Context: an optimization exercise on an open-source flow, tuned for small area, a short achievable clock period and few clock cycles. The choices shown serve that exercise and are no tape-out recipe.
Function was checked by simulation only, so behaviour that the tests miss may differ from the original.
Power and IR drop assume default switching activity.

lane 5:
// ahb_lite_fir_filter
module ahb_lite_fir_filter(
    input logic clk,
    input logic n_rst,
    input logic hsel,
    input logic [3:0] haddr,
    input logic hsize,
    input logic [1:0] htrans,
    input logic hwrite,
    input logic [15:0] hwdata,
    output logic [15:0] hrdata,
    output logic hresp
);
Settings: LEC_CHECK=0, CAP_MARGIN=20, CORE_MARGIN=2, CORE_UTILIZATION=40, SETUP_SLACK_MARGIN=4.5, SLEW_MARGIN=20, TNS_END_PERCENT=100; clock period 10.0 ns.
run.sh (not shown) runs the stock make flow with config.mk's settings and CLKGATE_MAP_FILE= SYNTH_SCRIPT=/design/flow/synth_recipe.tcl, a recipe that flattens the netlist after the stock synthesis.
Inputs modified between lane 5 and lane 4:
-- flow/config.mk --
<<< lane 5, line 9
export CORE_MARGIN = 2
export CORE_UTILIZATION = 40
export SETUP_SLACK_MARGIN = 4.5
export SLEW_MARGIN = 20
export TNS_END_PERCENT = 100
>>> lane 4, line 9
export CORE_MARGIN = 2
export CORE_UTILIZATION = 40
export SETUP_SLACK_MARGIN = 5
export SLEW_MARGIN = 20
export TNS_END_PERCENT = 100
[summary]
- Relative to lane 5, number of buffers and inverters on the critical path has gone up in lane 4.
- Final clock period utilization by the worst path in lane 4 is 4.3 points lower than in lane 5
- Lane 4 has more setup slack than lane 5.
- Lane 5 reports its last element of the critical path as hrdata[14] while lane 4 reports hrdata[3].
- Delta (lane 4 minus lane 5): share of total power in combinational logic now larger; number of filler cells placed in the layout went down; clock power shrank by about 5%.
- In lane 4 the implementation completed, yet the final layout does not meet the checks, the culprit being max-capacitance violations, max-slew violations.
- The final layout from lane 5, which completed every stage, passed the timing, design-rule and antenna checks at the end of the flow.
- The lower core utilization came out of lane 5.
- Highest clock frequency the design can meet up about 9% in lane 4 wrt lane 5
- Lane 5 has lower total power after layout than lane 4.

---

ahb_lite_fir_filter, a different RTL version from the one above (not shown whole).
Size: roughly 320 flip-flops, ~44 I/O pins, about 0.022 mm2 of cells after synthesis.
Settings: LEC_CHECK=0, CAP_MARGIN=30, CORE_MARGIN=2, CORE_UTILIZATION=40, CTS_CLUSTER_DIAMETER=100, CTS_CLUSTER_SIZE=30, SETUP_SLACK_MARGIN=5, SLEW_MARGIN=30, TNS_END_PERCENT=100; clock period 10.0 ns.
The first run completed without violations.
Testbench counts at the start, summed over its fixed seeds: cycles 2,696.
Rerun with:
CTS_CLUSTER_DIAMETER = unset   (was 100)
CTS_CLUSTER_SIZE = unset   (was 30)
What happened: The changed run completed without violations; setup slack loses 0.039 ns; cell area is higher by a few percent; clock power went up by well over a third; via count is higher slightly; maximum frequency fell slightly; routed wire length went up slightly; register-to-register slack barely changes; clock skew came out lower by 0.016 ns; sequential power stays flat; critical path depth drops by 1.
Rerun with:
CORE_UTILIZATION = 55   (was 40)
CTS_CLUSTER_DIAMETER = 100   (was unset)
CTS_CLUSTER_SIZE = 25   (was unset)
The changed run went through all stages and came out clean.
Combinational power climbs by about 2%.
Non-clock buffer count increases by 4.
Worst hold slack improved by 0.0096 ns.
Routed wire length barely changes.
Design area falls by 3.2%.
Synthesized area is unchanged.
First-iteration DRC count goes up by 6.6%.
Power drops by about 9%.
Setup slack improves by 0.18 ns.
Core utilization increases by 15 points.
Global-route usage rises by 8.6 points.

---

ahb_lite_fir_filter, a different RTL version from the one above (not shown whole).
Size: about 330 flip-flops, ~44 I/O pins, about 22,000 um2 of cells after synthesis.
export LEC_CHECK = 0
export ABC_AREA = 1
export CAP_MARGIN = 30
export CORE_MARGIN = 2
export CORE_UTILIZATION = 55
export CTS_CLUSTER_DIAMETER = 100
export CTS_CLUSTER_SIZE = 25
export GPL_TIMING_DRIVEN = 0
export SETUP_SLACK_MARGIN = 5
export SLEW_MARGIN = 30
export TNS_END_PERCENT = 100
create_clock -name core_clock -period 10.0 [get_ports {clk}]
standard.sh (not shown) runs the stock make flow with config.mk's settings and CLKGATE_MAP_FILE= SYNTH_SCRIPT=/design/flow/synth_recipe.tcl, a recipe that flattens the netlist after the stock synthesis.
==> flow/flow/run.sh <==
#!/bin/bash
set -euo pipefail
bash standard.sh \
    "BUFFER_PORTS_ARGS=-buffer_cell sky130_fd_sc_hd__buf_2" \
    MATCH_CELL_FOOTPRINT=0 \
    SETUP_SLACK_MARGIN=5.3 \
    finish > orfs_make.log 2>&1
The first run ran to the end with no violations.
Testbench counts at the start, summed over its fixed seeds: cycles 2,696.
Rerun with:
==> flow/flow/run.sh (replaced) <==
#!/bin/bash
# The standard layout (the standard.sh) with these changes:
#  - synthesis is synth_recipe.tcl unchanged except that ABC maps the logic
#    with flow/abc.script (more area recovery) instead of ORFS's abc script;
#    registers are untouched (ABC runs without -dff),
#  - port buffers are buf_2 cells instead of the delay buffers buffer_ports
#    picks by default,
#  - timing repair may resize a cell to one with a different footprint,
set -euo pipefail
work=$PWD
{
    head -n 1 synth_recipe.tcl
    echo "proc abc {args} { set i [lsearch -exact \$args -script]; if {\$i >= 0} { lset args [expr {\$i + 1}] $work/flow/abc.script }; yosys abc {*}\$args }"
    tail -n +2 synth_recipe.tcl
} > synth_custom.tcl
bash standard.sh \
    "SYNTH_SCRIPT=$work/synth_custom.tcl" \
    "BUFFER_PORTS_ARGS=-buffer_cell sky130_fd_sc_hd__buf_2" \
    MATCH_CELL_FOOTPRINT=0 \
    SETUP_SLACK_MARGIN=5.3 \
    finish > orfs_make.log 2>&1
==> flow/flow/abc.script (new file) <==
strash
dch -f
map -a
topo
stime -c
buffer -c
upsize -c
dnsize -c
Settings changed: GPL_TIMING_DRIVEN 0 to unset.
Effect:
- power decreases by a few percent
- synthesized cell count came out lower by a few percent
- worst setup slack gets worse by 12 ps
- critical path depth is unchanged
- combinational power fell by a few percent
- design area decreases slightly
- clock power grows by a few percent

-- what the ideal ports hide --
No port has a modelled driver above. Below, the same layouts with a new extraction and two added sets of constraints.
Step 1: set_driving_cell puts a clkbuf_16 on clk and a buf_2 on each other input, an assumption about the parent block.
Step 2 times the ports against the registers' clock, not the clock port: input delays grow and output delays shrink by t, the midpoint of the rising clock arrivals with the driver on.
Slacks: ideal / step 1 / step 2; pairs: ideal / step 1.
run	t (ns)	slack for setup (ns)	worst register clock-pin slew, ns
lane 5	0.624	4.615 / 4.553 / 4.633	0.06 / 0.06
lane 4	0.620	5.045 / 4.987 / 5.099	0.06 / 0.06
the first run of note 2	0.604	4.890 / 4.831 / 5.130	0.12 / 0.12
the second run of note 2	0.630	4.851 / 4.793 / 5.130	0.06 / 0.06
the third run of note 2	0.596	5.032 / 4.974 / 5.123	0.11 / 0.11
the first run of note 3	0.581	5.351 / 5.330 / 5.330	0.10 / 0.10
the second run of note 3	0.603	5.340 / 5.318 / 5.318	0.10 / 0.10
The setup slack of the second run of note 3, which loses most, moves by -0.022 ns with the drivers and by -0.022 ns with both steps.
